What follows belongs to an exercise in optimizing a design on an open flow for small area and few clock cycles per item; a production flow would make more cautious choices. In this exercise RTL edits were held to simulation tests only and were not proved equivalent to the original. No activity file was given, so power comes from the tool's default toggle rates.

===== config.mk =====
export PLATFORM = sky130hd
export DESIGN_NAME = RSA_TOP
export DESIGN_NICKNAME = RSA_TOP
export VERILOG_FILES = /design/flow/design.v
export SDC_FILE = /design/flow/constraint.sdc
export NUM_CORES = 4
export LEC_CHECK = 0
export ABC_AREA = 1
export CAP_MARGIN = 20
export CORE_MARGIN = 2
export CORE_UTILIZATION = 60
export SLEW_MARGIN = 20

===== design.v =====
module RSA_IP (
    IN_P, IN_Q, IN_E,
    S_SEL, L_SEL, E1, E3, E5
);
input  [3:0] IN_P, IN_Q;
input  [7:0] IN_E;
output [2:0] S_SEL;
output [1:0] L_SEL;
output       E1, E3;
output [1:0] E5;
tab_pair u_pair (.x({IN_Q, IN_P}), .y({L_SEL, S_SEL}));
tab_e3   u_e3   (.x(IN_E[6:1]), .y(E3));
tab_e5   u_e5   (.x(IN_E[6:1]), .y(E5));
assign E1 = IN_E[1];
endmodule
module tab_e3 (input [5:0] x, output [0:0] y);
  wire new_n8, new_n9, new_n10, new_n11, new_n12, new_n13, new_n14, new_n15, new_n16, new_n17, new_n18, new_n19, new_n20, new_n21, new_n22, new_n23, new_n24, new_n25, new_n26;
  assign new_n8 = ~x[1] & x[4];
  assign new_n9 = ~x[2] & x[3];
  assign new_n10 = x[5] & new_n9;
  assign new_n11 = x[2] & ~x[3];
  assign new_n12 = ~x[5] & new_n11;
  assign new_n13 = ~new_n10 & ~new_n12;
  assign new_n14 = x[5] & ~new_n11;
  assign new_n15 = ~new_n9 & ~new_n14;
  assign new_n16 = x[0] & new_n15;
  assign new_n17 = new_n13 & ~new_n16;
  assign new_n18 = ~x[0] & ~new_n15;
  assign new_n19 = new_n17 & ~new_n18;
  assign new_n20 = ~new_n8 & ~new_n19;
  assign new_n21 = x[1] & ~x[4];
  assign new_n22 = x[0] & ~new_n13;
  assign new_n23 = ~new_n17 & ~new_n22;
  assign new_n24 = ~new_n21 & ~new_n23;
  assign new_n25 = new_n20 & new_n24;
  assign new_n26 = ~new_n20 & ~new_n24;
  assign y[0] = new_n25 | new_n26;
endmodule
module tab_e5 (input [5:0] x, output [1:0] y);
  wire new_n9, new_n10, new_n11, new_n12, new_n13, new_n14, new_n15, new_n16, new_n17, new_n18, new_n19, new_n20, new_n21, new_n22, new_n23, new_n24, new_n25, new_n26, new_n27, new_n28, new_n29, new_n30, new_n32, new_n33, new_n34, new_n35, new_n36, new_n37;
  assign new_n9 = x[1] & ~x[3];
  assign new_n10 = ~x[1] & x[3];
  assign new_n11 = ~new_n9 & ~new_n10;
  assign new_n12 = ~x[0] & x[2];
  assign new_n13 = ~x[4] & new_n12;
  assign new_n14 = ~x[5] & ~new_n13;
  assign new_n15 = x[4] & ~new_n12;
  assign new_n16 = x[0] & ~x[2];
  assign new_n17 = x[5] & ~new_n16;
  assign new_n18 = ~new_n15 & new_n17;
  assign new_n19 = ~new_n14 & ~new_n18;
  assign new_n20 = new_n11 & new_n19;
  assign new_n21 = ~new_n9 & ~new_n20;
  assign new_n22 = new_n15 & ~new_n16;
  assign new_n23 = x[5] & new_n12;
  assign new_n24 = ~new_n16 & ~new_n23;
  assign new_n25 = ~x[4] & ~new_n24;
  assign new_n26 = ~new_n22 & ~new_n25;
  assign new_n27 = new_n14 & ~new_n16;
  assign new_n28 = new_n26 & ~new_n27;
  assign new_n29 = ~new_n21 & ~new_n28;
  assign new_n30 = new_n21 & new_n26;
  assign y[1] = ~new_n29 & ~new_n30;
  assign new_n32 = ~new_n11 & y[1];
  assign new_n33 = new_n9 & ~new_n26;
  assign new_n34 = new_n10 & new_n27;
  assign new_n35 = ~new_n33 & ~new_n34;
  assign new_n36 = ~new_n32 & new_n35;
  assign new_n37 = ~new_n19 & ~new_n36;
  assign y[0] = new_n20 | new_n37;
endmodule
module tab_pair (input [7:0] x, output [4:0] y);
  wire new_n14, new_n15, new_n16, new_n17, new_n18, new_n19, new_n20, new_n21, new_n22, new_n23, new_n24, new_n25, new_n26, new_n27, new_n28, new_n29, new_n30, new_n31, new_n32, new_n34, new_n35, new_n36, new_n37, new_n38, new_n39, new_n40, new_n41, new_n42, new_n43, new_n44, new_n45, new_n46, new_n47, new_n48, new_n49, new_n50, new_n51, new_n52, new_n53, new_n54, new_n56, new_n57, new_n60, new_n61;
  assign new_n14 = x[1] & x[2];
  assign new_n15 = ~x[7] & ~new_n14;
  assign new_n16 = x[5] & new_n15;
  assign new_n17 = x[3] & ~new_n16;
  assign new_n18 = x[5] & x[6];
  assign new_n19 = x[1] & ~new_n18;
  assign new_n20 = x[7] & ~new_n19;
  assign new_n21 = ~x[2] & x[6];
  assign new_n22 = ~x[3] & ~x[7];
  assign new_n23 = x[2] & ~x[6];
  assign new_n24 = new_n22 & ~new_n23;
  assign new_n25 = ~new_n21 & new_n24;
  assign new_n26 = ~x[5] & ~x[6];
  assign new_n27 = ~x[1] & ~x[2];
  assign new_n28 = ~new_n26 & ~new_n27;
  assign new_n29 = x[0] & x[4];
  assign new_n30 = new_n28 & new_n29;
  assign new_n31 = ~new_n25 & new_n30;
  assign new_n32 = ~new_n20 & new_n31;
  assign y[0] = ~new_n17 & new_n32;
  assign new_n34 = ~x[3] & ~new_n18;
  assign new_n35 = ~x[2] & ~x[3];
  assign new_n36 = x[1] & ~new_n35;
  assign new_n37 = ~new_n34 & ~new_n36;
  assign new_n38 = new_n15 & ~new_n37;
  assign new_n39 = ~x[2] & ~x[5];
  assign new_n40 = ~x[1] & ~x[6];
  assign new_n41 = ~new_n39 & ~new_n40;
  assign new_n42 = ~new_n15 & new_n41;
  assign new_n43 = ~new_n34 & new_n42;
  assign new_n44 = ~x[6] & ~x[7];
  assign new_n45 = ~x[4] & ~new_n44;
  assign new_n46 = ~x[0] & ~new_n35;
  assign new_n47 = new_n28 & ~new_n46;
  assign new_n48 = ~new_n45 & new_n47;
  assign new_n49 = ~new_n43 & new_n48;
  assign new_n50 = ~new_n38 & new_n49;
  assign new_n51 = x[3] & x[7];
  assign new_n52 = x[2] & ~new_n51;
  assign new_n53 = ~new_n44 & new_n52;
  assign new_n54 = new_n50 & new_n53;
  assign y[4] = ~new_n22 & new_n49;
  assign new_n56 = ~x[7] & new_n21;
  assign new_n57 = y[4] & new_n56;
  assign y[1] = new_n54 | new_n57;
  assign y[2] = new_n50 & new_n51;
  assign new_n60 = ~x[3] & ~x[6];
  assign new_n61 = x[7] & new_n60;
  assign y[3] = new_n50 & ~new_n61;
endmodule
module RSA_TOP (
    clk, rst_n, in_valid,
    in_p, in_q, in_e, in_c,
    out_valid, out_m
);
input clk, rst_n, in_valid;
input [3:0] in_p, in_q;
input [7:0] in_e, in_c;
output out_valid;
output [7:0] out_m;
reg  [2:0] cnt;
always @(posedge clk, negedge rst_n) begin
	if (!rst_n)
		cnt <= 3'd0;
	else if (in_valid)
		cnt <= cnt + 3'd1;
	else
		cnt <= 3'd0;
end
wire       first = (cnt == 3'd0);
wire [2:0] k_s;
wire [1:0] k_l;
wire       k_e1, k_e3;
wire [1:0] k_e5;
RSA_IP U0 (.IN_P(in_p), .IN_Q(in_q), .IN_E(in_e),
           .S_SEL(k_s), .L_SEL(k_l), .E1(k_e1), .E3(k_e3), .E5(k_e5));
reg  [8:0] key_r;
wire [8:0] key = first ? {k_s, k_l, k_e1, k_e3, k_e5} : key_r;
always @(posedge clk) key_r <= key;
wire [2:0] s_sel = key[8:6];
wire [1:0] l_sel = key[5:4];
wire       e1    = key[3];
wire       e3    = key[2];
wire [1:0] e5    = key[1:0];
wire [7:0] c  = in_c;
wire [3:0] ch = c[7:4];
wire [3:0] cl = c[3:0];
wire [4:0] t1  = ch + cl;                        
wire [4:0] t7  = {ch, 1'b0} + cl;                
wire [5:0] t13 = {ch, 1'b0} + ch + cl;           
wire [5:0] t11 = c[4:0] + (4'd11 - c[7:5]);      
wire [1:0] y3;
wire [2:0] y5, y7;
wire [3:0] r11, r13, y11, y13;
tab_y3  u_y3  (.x(t1), .y(y3));
tab_y5  u_y5  (.x({e1, t1}), .y(y5));
tab_y7  u_y7  (.x({e3, t7}), .y(y7));
tab_r11 u_r11 (.x(t11), .y(r11));
tab_p11 u_p11 (.x({e5, r11}), .y(y11));
tab_r13 u_r13 (.x(t13), .y(r13));
tab_p13 u_p13 (.x({e1, e3, r13}), .y(y13));
reg [3:0] ys, yl, sv, lv;
always @(*) begin
	case (s_sel)
		3'd0:    begin ys = {3'd0, c[0]}; sv = 4'd2;  end
		3'd1:    begin ys = {2'd0, y3};   sv = 4'd3;  end
		3'd2:    begin ys = {1'd0, y5};   sv = 4'd5;  end
		3'd3:    begin ys = {1'd0, y7};   sv = 4'd7;  end
		default: begin ys = y11;          sv = 4'd11; end
	endcase
	case (l_sel)
		2'd0:    begin yl = {1'd0, y5}; lv = 4'd5;  end
		2'd1:    begin yl = {1'd0, y7}; lv = 4'd7;  end
		2'd2:    begin yl = y11;        lv = 4'd11; end
		default: begin yl = y13;        lv = 4'd13; end
	endcase
end
wire [3:0] ylm;                                   
tab_ymod u_ymod (.x({s_sel, yl}), .y(ylm));
wire [4:0] df = {1'b0, ys} - {1'b0, ylm};
wire [3:0] s  = df[4] ? df[3:0] + sv : df[3:0];   
wire [3:0] g;
tab_g u_g (.x({s_sel, l_sel, s}), .y(g));
wire [7:0] m  = yl + lv * g;
assign out_valid = in_valid & rst_n;
assign out_m     = out_valid ? m : 8'd0;
endmodule
module tab_y3 (input [4:0] x, output [1:0] y);
  wire new_n8, new_n9, new_n10, new_n11, new_n12, new_n13, new_n14, new_n15, new_n16, new_n17, new_n18, new_n19, new_n20, new_n21, new_n22, new_n24, new_n25;
  assign new_n8 = ~x[1] & x[2];
  assign new_n9 = ~x[3] & ~new_n8;
  assign new_n10 = x[4] & ~new_n9;
  assign new_n11 = x[1] & ~x[2];
  assign new_n12 = x[3] & new_n11;
  assign new_n13 = ~x[3] & ~new_n11;
  assign new_n14 = ~x[4] & ~new_n8;
  assign new_n15 = new_n13 & ~new_n14;
  assign new_n16 = ~new_n12 & ~new_n15;
  assign new_n17 = ~new_n10 & ~new_n16;
  assign new_n18 = ~x[0] & ~new_n17;
  assign new_n19 = ~new_n13 & new_n14;
  assign new_n20 = ~new_n15 & ~new_n19;
  assign new_n21 = ~new_n10 & new_n20;
  assign new_n22 = x[0] & ~new_n21;
  assign y[0] = ~new_n18 & ~new_n22;
  assign new_n24 = new_n18 & ~new_n20;
  assign new_n25 = x[0] & new_n17;
  assign y[1] = new_n24 | new_n25;
endmodule
module tab_y5 (input [5:0] x, output [2:0] y);
  wire new_n10, new_n11, new_n12, new_n13, new_n14, new_n15, new_n16, new_n17, new_n18, new_n19, new_n20, new_n21, new_n22, new_n23, new_n24, new_n25, new_n26, new_n27, new_n29, new_n30, new_n31, new_n32, new_n33, new_n35, new_n36;
  assign new_n10 = ~x[0] & x[2];
  assign new_n11 = ~x[3] & new_n10;
  assign new_n12 = x[0] & ~x[2];
  assign new_n13 = ~x[4] & ~new_n12;
  assign new_n14 = x[3] & ~new_n13;
  assign new_n15 = ~new_n11 & ~new_n14;
  assign new_n16 = ~new_n10 & new_n13;
  assign new_n17 = new_n15 & ~new_n16;
  assign new_n18 = x[1] & new_n17;
  assign new_n19 = x[4] & new_n12;
  assign new_n20 = ~x[3] & ~new_n19;
  assign new_n21 = x[1] & new_n20;
  assign new_n22 = ~new_n17 & ~new_n21;
  assign new_n23 = ~new_n18 & ~new_n22;
  assign new_n24 = ~x[1] & ~new_n20;
  assign new_n25 = ~new_n21 & ~new_n24;
  assign new_n26 = ~x[4] & ~new_n15;
  assign new_n27 = ~new_n14 & ~new_n26;
  assign y[1] = ~new_n25 & new_n27;
  assign new_n29 = ~x[5] & y[1];
  assign new_n30 = ~new_n23 & new_n29;
  assign new_n31 = x[1] & new_n26;
  assign new_n32 = new_n23 & ~new_n29;
  assign new_n33 = ~new_n31 & ~new_n32;
  assign y[0] = new_n30 | ~new_n33;
  assign new_n35 = ~x[1] & new_n26;
  assign new_n36 = new_n18 & ~new_n20;
  assign y[2] = new_n35 | new_n36;
endmodule
module tab_y7 (input [5:0] x, output [2:0] y);
  wire new_n10, new_n11, new_n12, new_n13, new_n14, new_n15, new_n16, new_n17, new_n18, new_n19, new_n20, new_n21, new_n22, new_n24, new_n25, new_n26, new_n27, new_n28, new_n29, new_n31, new_n32;
  assign new_n10 = x[0] & x[3];
  assign new_n11 = ~x[0] & ~x[3];
  assign new_n12 = ~new_n10 & ~new_n11;
  assign new_n13 = ~x[1] & ~x[4];
  assign new_n14 = x[2] & ~new_n13;
  assign new_n15 = new_n12 & new_n14;
  assign new_n16 = x[1] & x[4];
  assign new_n17 = ~new_n13 & ~new_n16;
  assign new_n18 = ~new_n10 & ~new_n15;
  assign new_n19 = new_n17 & new_n18;
  assign new_n20 = ~new_n13 & ~new_n19;
  assign new_n21 = x[2] & new_n20;
  assign new_n22 = ~new_n12 & ~new_n21;
  assign y[0] = ~new_n15 & ~new_n22;
  assign new_n24 = ~new_n17 & ~new_n18;
  assign new_n25 = ~new_n19 & ~new_n24;
  assign new_n26 = ~x[5] & new_n25;
  assign new_n27 = ~x[2] & ~new_n20;
  assign new_n28 = ~new_n21 & ~new_n27;
  assign new_n29 = x[5] & ~new_n28;
  assign y[1] = ~new_n26 & ~new_n29;
  assign new_n31 = ~x[5] & ~new_n28;
  assign new_n32 = x[5] & new_n25;
  assign y[2] = ~new_n31 & ~new_n32;
endmodule
module tab_r11 (input [5:0] x, output [3:0] y);
  wire new_n11, new_n12, new_n13, new_n14, new_n15, new_n16, new_n17, new_n18, new_n19, new_n20, new_n21, new_n22, new_n23, new_n24, new_n25, new_n26, new_n27, new_n28, new_n29, new_n30, new_n31, new_n32, new_n33, new_n34, new_n35, new_n36, new_n37, new_n38, new_n40, new_n41, new_n42, new_n43, new_n44, new_n45, new_n46, new_n47, new_n48, new_n49, new_n51, new_n52, new_n53, new_n54, new_n55, new_n56, new_n57, new_n58, new_n59, new_n60, new_n61, new_n62, new_n64, new_n65, new_n66, new_n67, new_n68;
  assign new_n11 = x[3] & ~x[4];
  assign new_n12 = x[0] & x[1];
  assign new_n13 = ~x[2] & ~new_n12;
  assign new_n14 = new_n11 & ~new_n13;
  assign new_n15 = x[1] & x[2];
  assign new_n16 = x[0] & ~x[5];
  assign new_n17 = new_n15 & new_n16;
  assign new_n18 = ~x[4] & x[5];
  assign new_n19 = ~x[0] & new_n18;
  assign new_n20 = x[2] & x[3];
  assign new_n21 = new_n19 & ~new_n20;
  assign new_n22 = x[3] & new_n16;
  assign new_n23 = ~new_n21 & ~new_n22;
  assign new_n24 = ~x[1] & ~x[2];
  assign new_n25 = new_n19 & new_n24;
  assign new_n26 = x[4] & ~x[5];
  assign new_n27 = ~new_n15 & new_n26;
  assign new_n28 = ~new_n24 & new_n27;
  assign new_n29 = ~new_n25 & ~new_n28;
  assign new_n30 = new_n13 & new_n26;
  assign new_n31 = ~x[0] & ~x[1];
  assign new_n32 = x[2] & new_n18;
  assign new_n33 = ~new_n31 & new_n32;
  assign new_n34 = ~new_n30 & ~new_n33;
  assign new_n35 = ~x[3] & ~new_n34;
  assign new_n36 = x[3] & ~new_n29;
  assign new_n37 = ~x[4] & new_n17;
  assign new_n38 = ~new_n36 & ~new_n37;
  assign y[2] = new_n35 | ~new_n38;
  assign new_n40 = ~new_n29 & ~y[2];
  assign new_n41 = ~new_n23 & ~new_n40;
  assign new_n42 = ~new_n17 & ~new_n41;
  assign new_n43 = ~new_n14 & ~new_n42;
  assign new_n44 = ~x[0] & ~x[5];
  assign new_n45 = new_n11 & new_n44;
  assign new_n46 = x[2] & new_n45;
  assign new_n47 = ~x[0] & ~x[3];
  assign new_n48 = new_n27 & new_n47;
  assign new_n49 = ~new_n46 & ~new_n48;
  assign y[0] = new_n43 | ~new_n49;
  assign new_n51 = x[2] & ~new_n23;
  assign new_n52 = new_n26 & ~new_n47;
  assign new_n53 = ~x[1] & ~new_n52;
  assign new_n54 = ~new_n25 & new_n53;
  assign new_n55 = ~new_n51 & new_n54;
  assign new_n56 = ~x[2] & ~x[5];
  assign new_n57 = x[0] & ~x[3];
  assign new_n58 = ~x[4] & new_n57;
  assign new_n59 = ~new_n56 & new_n58;
  assign new_n60 = x[1] & ~new_n45;
  assign new_n61 = ~new_n48 & new_n60;
  assign new_n62 = ~new_n59 & new_n61;
  assign y[1] = ~new_n55 & ~new_n62;
  assign new_n64 = new_n11 & new_n13;
  assign new_n65 = ~new_n25 & new_n64;
  assign new_n66 = x[1] & new_n20;
  assign new_n67 = new_n26 & new_n66;
  assign new_n68 = ~new_n65 & ~new_n67;
  assign y[3] = new_n40 | ~new_n68;
endmodule
module tab_p11 (input [5:0] x, output [3:0] y);
  wire new_n11, new_n12, new_n13, new_n14, new_n15, new_n16, new_n17, new_n18, new_n19, new_n20, new_n21, new_n22, new_n23, new_n24, new_n25, new_n26, new_n27, new_n28, new_n29, new_n31, new_n32, new_n33, new_n34, new_n35, new_n36, new_n37, new_n38, new_n40, new_n41, new_n42, new_n43, new_n44, new_n45, new_n46, new_n47, new_n48, new_n49, new_n51, new_n52, new_n53;
  assign new_n11 = ~x[0] & ~x[2];
  assign new_n12 = x[2] & ~x[4];
  assign new_n13 = x[0] & ~new_n12;
  assign new_n14 = ~x[0] & new_n12;
  assign new_n15 = ~new_n13 & ~new_n14;
  assign new_n16 = x[2] & ~new_n15;
  assign new_n17 = ~new_n11 & ~new_n16;
  assign new_n18 = ~x[5] & ~new_n17;
  assign new_n19 = ~x[3] & x[4];
  assign new_n20 = ~x[1] & ~x[4];
  assign new_n21 = ~new_n19 & ~new_n20;
  assign new_n22 = ~x[2] & new_n21;
  assign new_n23 = ~x[1] & ~x[3];
  assign new_n24 = ~new_n11 & new_n23;
  assign new_n25 = x[5] & ~new_n24;
  assign new_n26 = ~new_n22 & new_n25;
  assign new_n27 = ~x[1] & ~x[2];
  assign new_n28 = x[3] & ~new_n27;
  assign new_n29 = ~new_n26 & ~new_n28;
  assign y[0] = ~new_n18 & new_n29;
  assign new_n31 = x[5] & ~new_n15;
  assign new_n32 = ~x[2] & new_n23;
  assign new_n33 = x[5] & ~new_n32;
  assign new_n34 = x[1] & x[2];
  assign new_n35 = ~new_n21 & ~new_n34;
  assign new_n36 = ~new_n33 & new_n35;
  assign new_n37 = ~new_n31 & ~new_n36;
  assign new_n38 = ~new_n11 & new_n28;
  assign y[1] = new_n37 & ~new_n38;
  assign new_n40 = ~new_n28 & ~new_n32;
  assign new_n41 = ~x[0] & ~x[1];
  assign new_n42 = x[0] & x[1];
  assign new_n43 = ~new_n41 & ~new_n42;
  assign new_n44 = ~x[5] & new_n43;
  assign new_n45 = ~x[4] & ~new_n43;
  assign new_n46 = ~new_n44 & ~new_n45;
  assign new_n47 = x[2] & ~new_n46;
  assign new_n48 = ~x[2] & new_n46;
  assign new_n49 = ~new_n47 & ~new_n48;
  assign y[2] = new_n40 & ~new_n49;
  assign new_n51 = new_n11 & new_n28;
  assign new_n52 = ~new_n37 & new_n40;
  assign new_n53 = new_n49 & new_n52;
  assign y[3] = new_n51 | new_n53;
endmodule
module tab_r13 (input [5:0] x, output [3:0] y);
  wire new_n11, new_n12, new_n13, new_n14, new_n15, new_n16, new_n17, new_n18, new_n19, new_n20, new_n21, new_n22, new_n23, new_n24, new_n25, new_n26, new_n28, new_n29, new_n30, new_n31, new_n32, new_n33, new_n34, new_n35, new_n36, new_n38, new_n39, new_n40, new_n41, new_n42, new_n43, new_n44, new_n45, new_n46, new_n47, new_n48, new_n49, new_n51, new_n52, new_n53;
  assign new_n11 = ~x[1] & ~x[2];
  assign new_n12 = x[3] & ~new_n11;
  assign new_n13 = x[4] & ~new_n12;
  assign new_n14 = x[2] & ~x[4];
  assign new_n15 = x[3] & new_n14;
  assign new_n16 = ~x[5] & ~new_n15;
  assign new_n17 = x[1] & x[2];
  assign new_n18 = ~x[3] & ~new_n17;
  assign new_n19 = ~new_n16 & ~new_n18;
  assign new_n20 = ~new_n13 & ~new_n19;
  assign new_n21 = ~x[0] & ~new_n20;
  assign new_n22 = x[1] & ~x[5];
  assign new_n23 = ~x[5] & new_n13;
  assign new_n24 = ~new_n22 & ~new_n23;
  assign new_n25 = new_n21 & ~new_n24;
  assign new_n26 = x[0] & new_n20;
  assign y[0] = new_n25 | new_n26;
  assign new_n28 = x[0] & new_n17;
  assign new_n29 = ~x[3] & ~x[4];
  assign new_n30 = x[5] & new_n29;
  assign new_n31 = ~new_n28 & new_n30;
  assign new_n32 = x[4] & new_n20;
  assign new_n33 = ~new_n31 & ~new_n32;
  assign new_n34 = ~new_n25 & new_n33;
  assign new_n35 = new_n22 & new_n34;
  assign new_n36 = ~x[1] & ~new_n34;
  assign y[1] = new_n35 | new_n36;
  assign new_n38 = ~new_n23 & ~new_n31;
  assign new_n39 = ~new_n21 & ~new_n38;
  assign new_n40 = new_n11 & ~new_n39;
  assign new_n41 = x[0] & x[2];
  assign new_n42 = ~x[5] & ~new_n17;
  assign new_n43 = ~new_n41 & new_n42;
  assign new_n44 = ~new_n20 & new_n43;
  assign new_n45 = new_n14 & new_n16;
  assign new_n46 = ~new_n11 & ~new_n45;
  assign new_n47 = ~new_n44 & new_n46;
  assign new_n48 = ~new_n40 & ~new_n47;
  assign new_n49 = new_n17 & ~new_n33;
  assign y[2] = new_n48 | new_n49;
  assign new_n51 = ~new_n38 & new_n47;
  assign new_n52 = x[3] & new_n43;
  assign new_n53 = ~new_n32 & new_n52;
  assign y[3] = new_n51 | new_n53;
endmodule
module tab_p13 (input [5:0] x, output [3:0] y);
  wire new_n11, new_n12, new_n13, new_n14, new_n15, new_n16, new_n17, new_n18, new_n19, new_n21, new_n22, new_n23, new_n24, new_n25, new_n26, new_n27, new_n28, new_n29, new_n30, new_n31, new_n32, new_n33, new_n34, new_n35, new_n37, new_n38, new_n39, new_n40, new_n41, new_n42, new_n43, new_n45, new_n46, new_n47, new_n48, new_n49, new_n50, new_n51;
  assign new_n11 = x[1] & x[3];
  assign new_n12 = x[0] & x[2];
  assign new_n13 = ~new_n11 & ~new_n12;
  assign new_n14 = x[5] & ~new_n13;
  assign new_n15 = ~x[1] & ~x[3];
  assign new_n16 = x[5] & ~new_n15;
  assign new_n17 = ~x[0] & ~new_n16;
  assign new_n18 = x[2] & x[3];
  assign new_n19 = ~new_n17 & ~new_n18;
  assign y[0] = ~new_n14 & new_n19;
  assign new_n21 = x[0] & ~x[2];
  assign new_n22 = ~x[2] & ~x[4];
  assign new_n23 = ~x[0] & x[2];
  assign new_n24 = x[4] & new_n23;
  assign new_n25 = x[0] & ~x[3];
  assign new_n26 = ~x[0] & x[3];
  assign new_n27 = ~new_n25 & ~new_n26;
  assign new_n28 = ~new_n24 & new_n27;
  assign new_n29 = ~new_n22 & new_n28;
  assign new_n30 = new_n21 & new_n29;
  assign new_n31 = x[1] & new_n22;
  assign new_n32 = x[1] & ~new_n21;
  assign new_n33 = ~new_n24 & ~new_n32;
  assign new_n34 = ~x[3] & ~new_n33;
  assign new_n35 = ~new_n31 & ~new_n34;
  assign y[1] = new_n30 | ~new_n35;
  assign new_n37 = x[1] & x[4];
  assign new_n38 = ~new_n28 & ~new_n37;
  assign new_n39 = ~new_n29 & ~new_n38;
  assign new_n40 = y[0] & new_n39;
  assign new_n41 = x[1] & ~new_n22;
  assign new_n42 = ~new_n28 & ~new_n41;
  assign new_n43 = ~y[0] & new_n42;
  assign y[3] = new_n40 | new_n43;
  assign new_n45 = ~new_n26 & ~new_n37;
  assign new_n46 = ~x[2] & ~new_n45;
  assign new_n47 = x[2] & ~x[3];
  assign new_n48 = ~new_n37 & new_n47;
  assign new_n49 = ~new_n46 & ~new_n48;
  assign new_n50 = ~y[3] & ~new_n49;
  assign new_n51 = new_n18 & y[3];
  assign y[2] = new_n50 | new_n51;
endmodule
module tab_ymod (input [6:0] x, output [3:0] y);
  wire new_n12, new_n13, new_n14, new_n15, new_n16, new_n17, new_n18, new_n19, new_n20, new_n21, new_n22, new_n23, new_n24, new_n25, new_n26, new_n27, new_n28, new_n29, new_n30, new_n31, new_n32, new_n33, new_n34, new_n35, new_n36, new_n37, new_n38, new_n39, new_n40, new_n41, new_n42, new_n43, new_n44, new_n45, new_n47, new_n48, new_n49, new_n50, new_n51, new_n52, new_n53, new_n54, new_n55, new_n56, new_n57, new_n58, new_n59, new_n60, new_n61, new_n62, new_n64, new_n65, new_n67;
  assign new_n12 = x[1] & x[3];
  assign new_n13 = ~x[5] & ~new_n12;
  assign new_n14 = ~x[2] & ~x[6];
  assign new_n15 = ~new_n13 & new_n14;
  assign new_n16 = ~x[4] & ~x[5];
  assign new_n17 = x[1] & ~x[4];
  assign new_n18 = x[2] & ~x[5];
  assign new_n19 = ~x[1] & x[4];
  assign new_n20 = ~new_n18 & ~new_n19;
  assign new_n21 = ~new_n17 & new_n20;
  assign new_n22 = ~x[6] & ~new_n21;
  assign new_n23 = ~new_n16 & ~new_n22;
  assign new_n24 = x[3] & ~new_n21;
  assign new_n25 = ~new_n23 & ~new_n24;
  assign new_n26 = ~new_n15 & ~new_n25;
  assign new_n27 = x[5] & ~x[6];
  assign new_n28 = x[4] & new_n27;
  assign new_n29 = x[6] & new_n16;
  assign new_n30 = ~new_n28 & ~new_n29;
  assign new_n31 = ~x[0] & ~x[1];
  assign new_n32 = ~new_n30 & new_n31;
  assign new_n33 = new_n26 & new_n32;
  assign new_n34 = x[1] & ~x[2];
  assign new_n35 = ~x[1] & ~x[3];
  assign new_n36 = x[5] & ~new_n35;
  assign new_n37 = ~new_n34 & new_n36;
  assign new_n38 = new_n18 & new_n19;
  assign new_n39 = x[3] & x[4];
  assign new_n40 = ~new_n38 & ~new_n39;
  assign new_n41 = ~new_n37 & new_n40;
  assign new_n42 = x[0] & ~new_n41;
  assign new_n43 = ~x[0] & new_n41;
  assign new_n44 = ~new_n42 & ~new_n43;
  assign new_n45 = ~new_n26 & new_n44;
  assign y[0] = new_n33 | new_n45;
  assign new_n47 = new_n14 & new_n26;
  assign new_n48 = ~new_n17 & new_n27;
  assign new_n49 = ~new_n29 & ~new_n48;
  assign new_n50 = x[3] & ~new_n19;
  assign new_n51 = x[2] & new_n50;
  assign new_n52 = ~new_n49 & ~new_n51;
  assign new_n53 = x[1] & new_n52;
  assign new_n54 = ~new_n34 & ~new_n50;
  assign new_n55 = ~new_n12 & new_n27;
  assign new_n56 = ~new_n54 & new_n55;
  assign new_n57 = ~new_n53 & ~new_n56;
  assign new_n58 = new_n42 & ~new_n57;
  assign new_n59 = ~new_n42 & new_n57;
  assign new_n60 = ~new_n58 & ~new_n59;
  assign new_n61 = ~new_n47 & ~new_n60;
  assign new_n62 = x[0] & new_n26;
  assign y[1] = ~new_n61 & ~new_n62;
  assign new_n64 = new_n52 & ~new_n62;
  assign new_n65 = ~x[2] & ~new_n58;
  assign y[2] = new_n64 & ~new_n65;
  assign new_n67 = x[3] & x[6];
  assign y[3] = new_n64 & new_n67;
endmodule
module tab_g (input [8:0] x, output [3:0] y);
  wire new_n14, new_n15, new_n16, new_n17, new_n18, new_n19, new_n20, new_n21, new_n22, new_n23, new_n24, new_n25, new_n26, new_n27, new_n28, new_n29, new_n30, new_n31, new_n32, new_n33, new_n34, new_n35, new_n36, new_n37, new_n38, new_n39, new_n40, new_n41, new_n42, new_n43, new_n44, new_n45, new_n46, new_n47, new_n48, new_n49, new_n50, new_n51, new_n52, new_n53, new_n54, new_n55, new_n56, new_n57, new_n58, new_n59, new_n60, new_n61, new_n62, new_n63, new_n65, new_n66, new_n67, new_n68, new_n69, new_n70, new_n71, new_n72, new_n73, new_n74, new_n75, new_n76, new_n77, new_n78, new_n79, new_n80, new_n81, new_n82, new_n83, new_n84, new_n85, new_n87, new_n88, new_n89, new_n90, new_n91, new_n93;
  assign new_n14 = ~x[1] & x[2];
  assign new_n15 = x[1] & x[6];
  assign new_n16 = ~new_n14 & ~new_n15;
  assign new_n17 = ~x[0] & ~new_n16;
  assign new_n18 = x[4] & new_n17;
  assign new_n19 = x[5] & x[7];
  assign new_n20 = x[0] & ~x[2];
  assign new_n21 = ~x[4] & x[6];
  assign new_n22 = new_n20 & new_n21;
  assign new_n23 = ~x[7] & new_n22;
  assign new_n24 = ~new_n19 & ~new_n23;
  assign new_n25 = new_n14 & new_n21;
  assign new_n26 = ~new_n24 & ~new_n25;
  assign new_n27 = ~new_n18 & new_n26;
  assign new_n28 = x[4] & ~x[6];
  assign new_n29 = x[7] & ~new_n28;
  assign new_n30 = ~x[1] & new_n20;
  assign new_n31 = ~x[7] & ~new_n21;
  assign new_n32 = x[1] & ~x[2];
  assign new_n33 = ~x[0] & new_n32;
  assign new_n34 = ~new_n31 & new_n33;
  assign new_n35 = ~new_n30 & ~new_n34;
  assign new_n36 = ~new_n29 & ~new_n35;
  assign new_n37 = ~x[6] & new_n20;
  assign new_n38 = ~new_n36 & new_n37;
  assign new_n39 = ~x[0] & x[6];
  assign new_n40 = x[2] & new_n39;
  assign new_n41 = ~new_n38 & ~new_n40;
  assign new_n42 = new_n27 & new_n41;
  assign new_n43 = new_n24 & ~new_n36;
  assign new_n44 = ~x[8] & ~new_n43;
  assign new_n45 = ~new_n42 & new_n44;
  assign new_n46 = x[5] & ~x[7];
  assign new_n47 = x[8] & new_n46;
  assign new_n48 = new_n28 & new_n47;
  assign new_n49 = x[1] & new_n48;
  assign new_n50 = ~new_n45 & ~new_n49;
  assign new_n51 = x[0] & x[4];
  assign new_n52 = ~x[1] & ~new_n51;
  assign new_n53 = ~x[3] & ~x[8];
  assign new_n54 = x[6] & new_n19;
  assign new_n55 = new_n53 & new_n54;
  assign new_n56 = ~new_n52 & new_n55;
  assign new_n57 = ~x[0] & x[3];
  assign new_n58 = x[0] & ~x[3];
  assign new_n59 = ~new_n57 & ~new_n58;
  assign new_n60 = new_n48 & ~new_n59;
  assign new_n61 = ~new_n56 & ~new_n60;
  assign new_n62 = ~x[2] & ~new_n61;
  assign new_n63 = x[3] & ~new_n62;
  assign y[0] = ~new_n50 & ~new_n63;
  assign new_n65 = ~new_n18 & new_n39;
  assign new_n66 = ~x[4] & new_n32;
  assign new_n67 = ~x[6] & ~new_n66;
  assign new_n68 = ~new_n15 & ~new_n67;
  assign new_n69 = ~new_n24 & new_n68;
  assign new_n70 = ~new_n65 & new_n69;
  assign new_n71 = new_n19 & new_n22;
  assign new_n72 = ~x[2] & ~x[7];
  assign new_n73 = new_n18 & new_n72;
  assign new_n74 = ~new_n71 & ~new_n73;
  assign new_n75 = ~new_n70 & new_n74;
  assign new_n76 = new_n53 & ~new_n75;
  assign new_n77 = x[3] & ~new_n36;
  assign new_n78 = new_n48 & ~new_n77;
  assign new_n79 = x[7] & new_n28;
  assign new_n80 = new_n53 & new_n79;
  assign new_n81 = ~x[1] & new_n80;
  assign new_n82 = ~new_n78 & ~new_n81;
  assign new_n83 = ~x[0] & x[2];
  assign new_n84 = ~new_n20 & ~new_n83;
  assign new_n85 = ~new_n82 & ~new_n84;
  assign y[1] = new_n76 | new_n85;
  assign new_n87 = new_n32 & new_n80;
  assign new_n88 = new_n50 & new_n87;
  assign new_n89 = new_n17 & new_n53;
  assign new_n90 = new_n27 & new_n89;
  assign new_n91 = ~new_n62 & ~new_n90;
  assign y[2] = new_n88 | ~new_n91;
  assign new_n93 = x[0] & ~new_n62;
  assign y[3] = new_n78 & new_n93;
endmodule

===== constraint.sdc =====
create_clock -name core_clock -period 90.0 [get_ports {clk}]
set_input_delay 18.0000 -clock core_clock [delete_from_list [all_inputs] [get_ports {clk}]]
set_output_delay 18.0000 -clock core_clock [all_outputs]
set_load 0.01 [all_outputs]

===== run.sh =====
#!/bin/bash
# synth_recipe.tcl (not shown) runs the flow's synth.tcl, then flattens the netlist and writes it again
# the make line also repeats each setting of config.mk as NAME=value (left out here)
make -C /OpenROAD-flow-scripts/flow DESIGN_CONFIG=/design/flow/config.mk WORK_HOME=/design/flow/orfs CLKGATE_MAP_FILE= SYNTH_SCRIPT=/design/flow/synth_recipe.tcl finish

==> metrics.md <==
| Metric | Value |
|---|---|
| Top post-synthesis cells by area | `nand2_1 (16%), ha_1 (15%), inv_1 (11%)` |
| GRT overflow | `0` |
| Crit path top cell by count | `nand2_1` |
| Synth Flop Type | `dfxtp_1` |
| Max Clock Skew | `around 0.0084 ns` |
| Die width | `roughly 90 um` |
| Post-CTS setup buffer count | `0` |
| WHS | `0.450 ns` |
| Number of global-route vias before repair | `about 4600` |
| Residual DRC | `0` |
| Worst setup endpoint | `out_m[7]` |
| Worst path max stage delay | `0.69 ns` |
| RSZ-0062 raised after global routing | `false` |
| Net Sw Frac | `0.590` |
| Critical R2R Launch | `cnt[0]` |
| Final setup fails | `0` |
| Worst slew pin tran | `between 0.6 and 0.7 ns` |
| Pint | `0.0415 mW` |
| Avg Inst Size Synth | `6.04 um^2` |
| Peak supply drop | `0.0115 mV` |
| Slew HR | `0.562` |
| First-pass GRT wire length | `19100 um` |
| Synthesized area | `4470 um^2` |
| Post-synth EDFFs | `0` |
| Layout cell share with drive strength beyond 1 | `0.105` |
| Largest net degree at the start of global routing | `16` |
| Most common cell in the netlist | `nand2_1` |
| Die area | `8160 um^2` |
| Final hold vios | `0` |
| Top cell type's share of synthesized area | `0.158` |
| Post-synthesis register bit count | `12` |
| Reg clk slew, reported paths | `0.05 ns` |
| Critical Setup Path Class | `in -> out` |
| Later-pin clock latency in the skew report | `roughly 0.25 ns` |
| Slowest CP cell | `clkdlybuf4s50_1` |
| Maximum buffer depth of the clock tree | `2` |
| Hold Buf Count CTS | `0` |
| Switching pwr | `0.0598 mW` |
| Clock tree sinks | `12` |
| Worst r2r path cells | `9` |
| Distinct cells, synth | `51` |
| Worst-path fanout max | `8` |
| Vias per inst | `~5.5` |
| Detailed Route Iter0 Violations | `250` |
| Leak | `2.64 nW` |
| FP Rows | `31` |
| Worst path required time | `approximately 70 ns` |
| Max-Cap Viols | `0` |
| Nets | `between 800 and 900` |
| Critical Path AT | `29.24 ns` |
| Post-layout min period | `47.24 ns` |
| Total inserted antenna cells | `0` |
| Synth Warn # | `1` |
| Syn_nets | `840` |
| Period utilisation layout | `0.525` |
| Root Buffer Master | `clkbuf_8` |
| Final ANT Viol Nets | `0` |
| Async SR Flop Fraction | `0.250` |
| Power Density | `20.4 nW/um^2` |
| Most instantiated cells after synthesis | `nand2_1 (188), inv_1 (128), nand3_1 (62)` |
| Initial Util | `0.617` |
| Register area share after synthesis | `0.0571` |
| P&R area growth vs syn | `11.0%` |
| R2r setup slk | `between 80 and 90 ns` |
| Initial antenna violation count | `0` |
| Setup crit start kind | `input pin` |
| Synth Instances | `741` |
| CTS H-Tree Depth | `1` |
| DR pass1 iterations | `5` |
| Die height | `90.3 um` |
| CP startpoint | `in_c[4]` |
| Post-CTS Resized | `0` |
| Logic gate share of total power | `0.878` |
| Gpl congestion | `0.944` |
| Slew Limit Fails | `0` |
| RR Endpoint | `key_r[7]` |
| Placeable core area | `around 7300 um^2` |
| Hold crit path type | `reg -> reg` |
| Total track usage | `0.264` |
| Wirelength per Cell | `11.9 um` |
| Hold Crit Start | `cnt[0]` |
| Fmax | `21.2 MHz` |
| Outcome | `finished clean` |
| IO Port Bufs | `33` |
| CTS buffer count | `3` |
| Setup TNS | `0 ns` |
| TritonCTS clock tree | `yes` |
| Post-DP HPWL | `around 9000 um` |
| Seq pwr share | `0.062` |
| Ports | `36` |
| Area leader, netlist | `nand2_1` |
| Clk pwr share | `0.060` |
| Vias | `4781` |
| Critical Path End Type | `primary output` |
| Final wirelength | `10400 um` |
how the worst min path moves through the flow:
stage / end / slack, ns / depth (start not counted)
global route: cnt[0] / 0.48 / 1
detailed placement: cnt[0] / 0.45 / 1
floorplan: cnt[0] / 0.43 / 1
global placement: cnt[0] / 0.44 / 1
finish: cnt[0] / 0.45 / 1
CTS: cnt[0] / 0.46 / 1
kinds of logic after synthesis:
family / Yosys count / synth area share
AOI/OAI and AO/OA: 111 / 0.154
xor gates and xnor gates: 12 / 0.0269
adders and majority gates: 72 / 0.230
DFF: 12 / 0.0571
and+or+nand+nor: 385 / 0.406
buffers and inverters: 149 / 0.127
critical path, delay by kind of cell:
| kind | cells | cell delay (ns) |
|---|---|---|
| adders and majority gates | 12 | 4.73 |
| AOI/OAI and AO/OA | 14 | 2.20 |
| and+or+nand+nor | 22 | 2.25 |
| buffers and inverters | 12 | 2.05 |
power by group through the flow:
stage	Clock [mW]	Combinational, mW	Sequential, mW
3_5_place_dp	0	0.0879	0.00644
2_1_floorplan	0	0.0693	0.00636
6_report	0.00604	0.0889	0.00633
4_1_cts	0.00610	0.0881	0.00634
5_1_grt	0.00635	0.103	0.00642
3_3_place_gp	0	0.0850	0.00641
layout by cell type (no fill, tap or decap), types with 3 or more instances in the layout:
cell             synthesis  final
xnor2_1                  6      6
nor3_1                   8      8
nand4_1                 12     12
dfxtp_1                  9      9
nand3_1                 62     62
nand2_1                188    188
o21ai_2                  4      4
a31oi_1                  5      5
o21ai_0                 30     30
and2_1                   4      4
ha_1                    55     55
nand2_2                 22     22
dfrtp_1                  3      3
nor2_2                   4      4
nor2_4                   4      4
or2_2                    5      5
o21ai_1                 13     13
inv_2                   16     16
o31ai_1                  3      3
nand3_2                 10     10
or2_1                    5      5
nor2_1                  51     51
clkbuf_8                 0      4
clkdlybuf4s50_1          0     33
fa_1                    17     17
a21oi_1                 27     27
o211ai_1                 7      7
inv_1                  128    128
xor2_1                   4      4
o2111ai_1                5      5
sequential cells by signal, indices dropped and copies added (netlist names):
register and cells:
cnt 3, key_r 9
layout make-up:
type | count | area (um^2)
Sequential cell | 12 | 255
Timing Repair Buffer | 33 | 330
Tap cell | 99 | 124
Clock buffer | 4 | 55.1
Inverter | 146 | 548
Multi-Input combinational cell | 580 | 3650
Fill cell | 668 | 2290
metal layers:
metal,GRT usage,wire (um),up-vias,share of wire
met5,0,0,-,0
met4,0.0551,140,0,0.013
met3,0.0150,361,19,0.035
met2,0.509,5310,123,0.51
met1,0.322,4580,2153,0.44
li1,-,-,2486,-
stage by stage:
stage | utilization | power (mW) | cell area, um^2 | setup WS (ns) | cells
finish | 0.684 | 0.101 | 4960 | 42.76 | 874
global route | 0.684 | 0.116 | 4960 | 41.65 | 874
detailed placement | 0.677 | 0.0943 | 4910 | 42.80 | 870
CTS | 0.684 | 0.101 | 4960 | 42.79 | 874
floorplan | - | 0.0757 | 4470 | 44.98 | 741
global placement | 0.677 | 0.0914 | 4910 | 42.92 | 870
Testbench counts, summed over its fixed seeds: cycles 2,560, items 2,560.

separate check: timing with driven ports:
Ports are ideal in the flow. The routed layout listed here was re-timed in OpenROAD.
Step 1 assumes that a clkbuf_16 drives the clock port and a buf_2 every other input.
Step 2 also shifts input and output timing later by t, the mid clock arrival at the registers, as if the neighbouring blocks saw the same clock.
a / b / c = ideal / step 1 / step 2; a / b = the first two.
shift t [ns]: 0.269
slack for setup (ns): 42.758 / 42.736 / 42.736
worst setup path at the end: input to output
After both steps setup and hold are still met in this run. For this run, drivers alone change the setup slack by -0.022 ns; drivers and shift together by -0.022 ns.
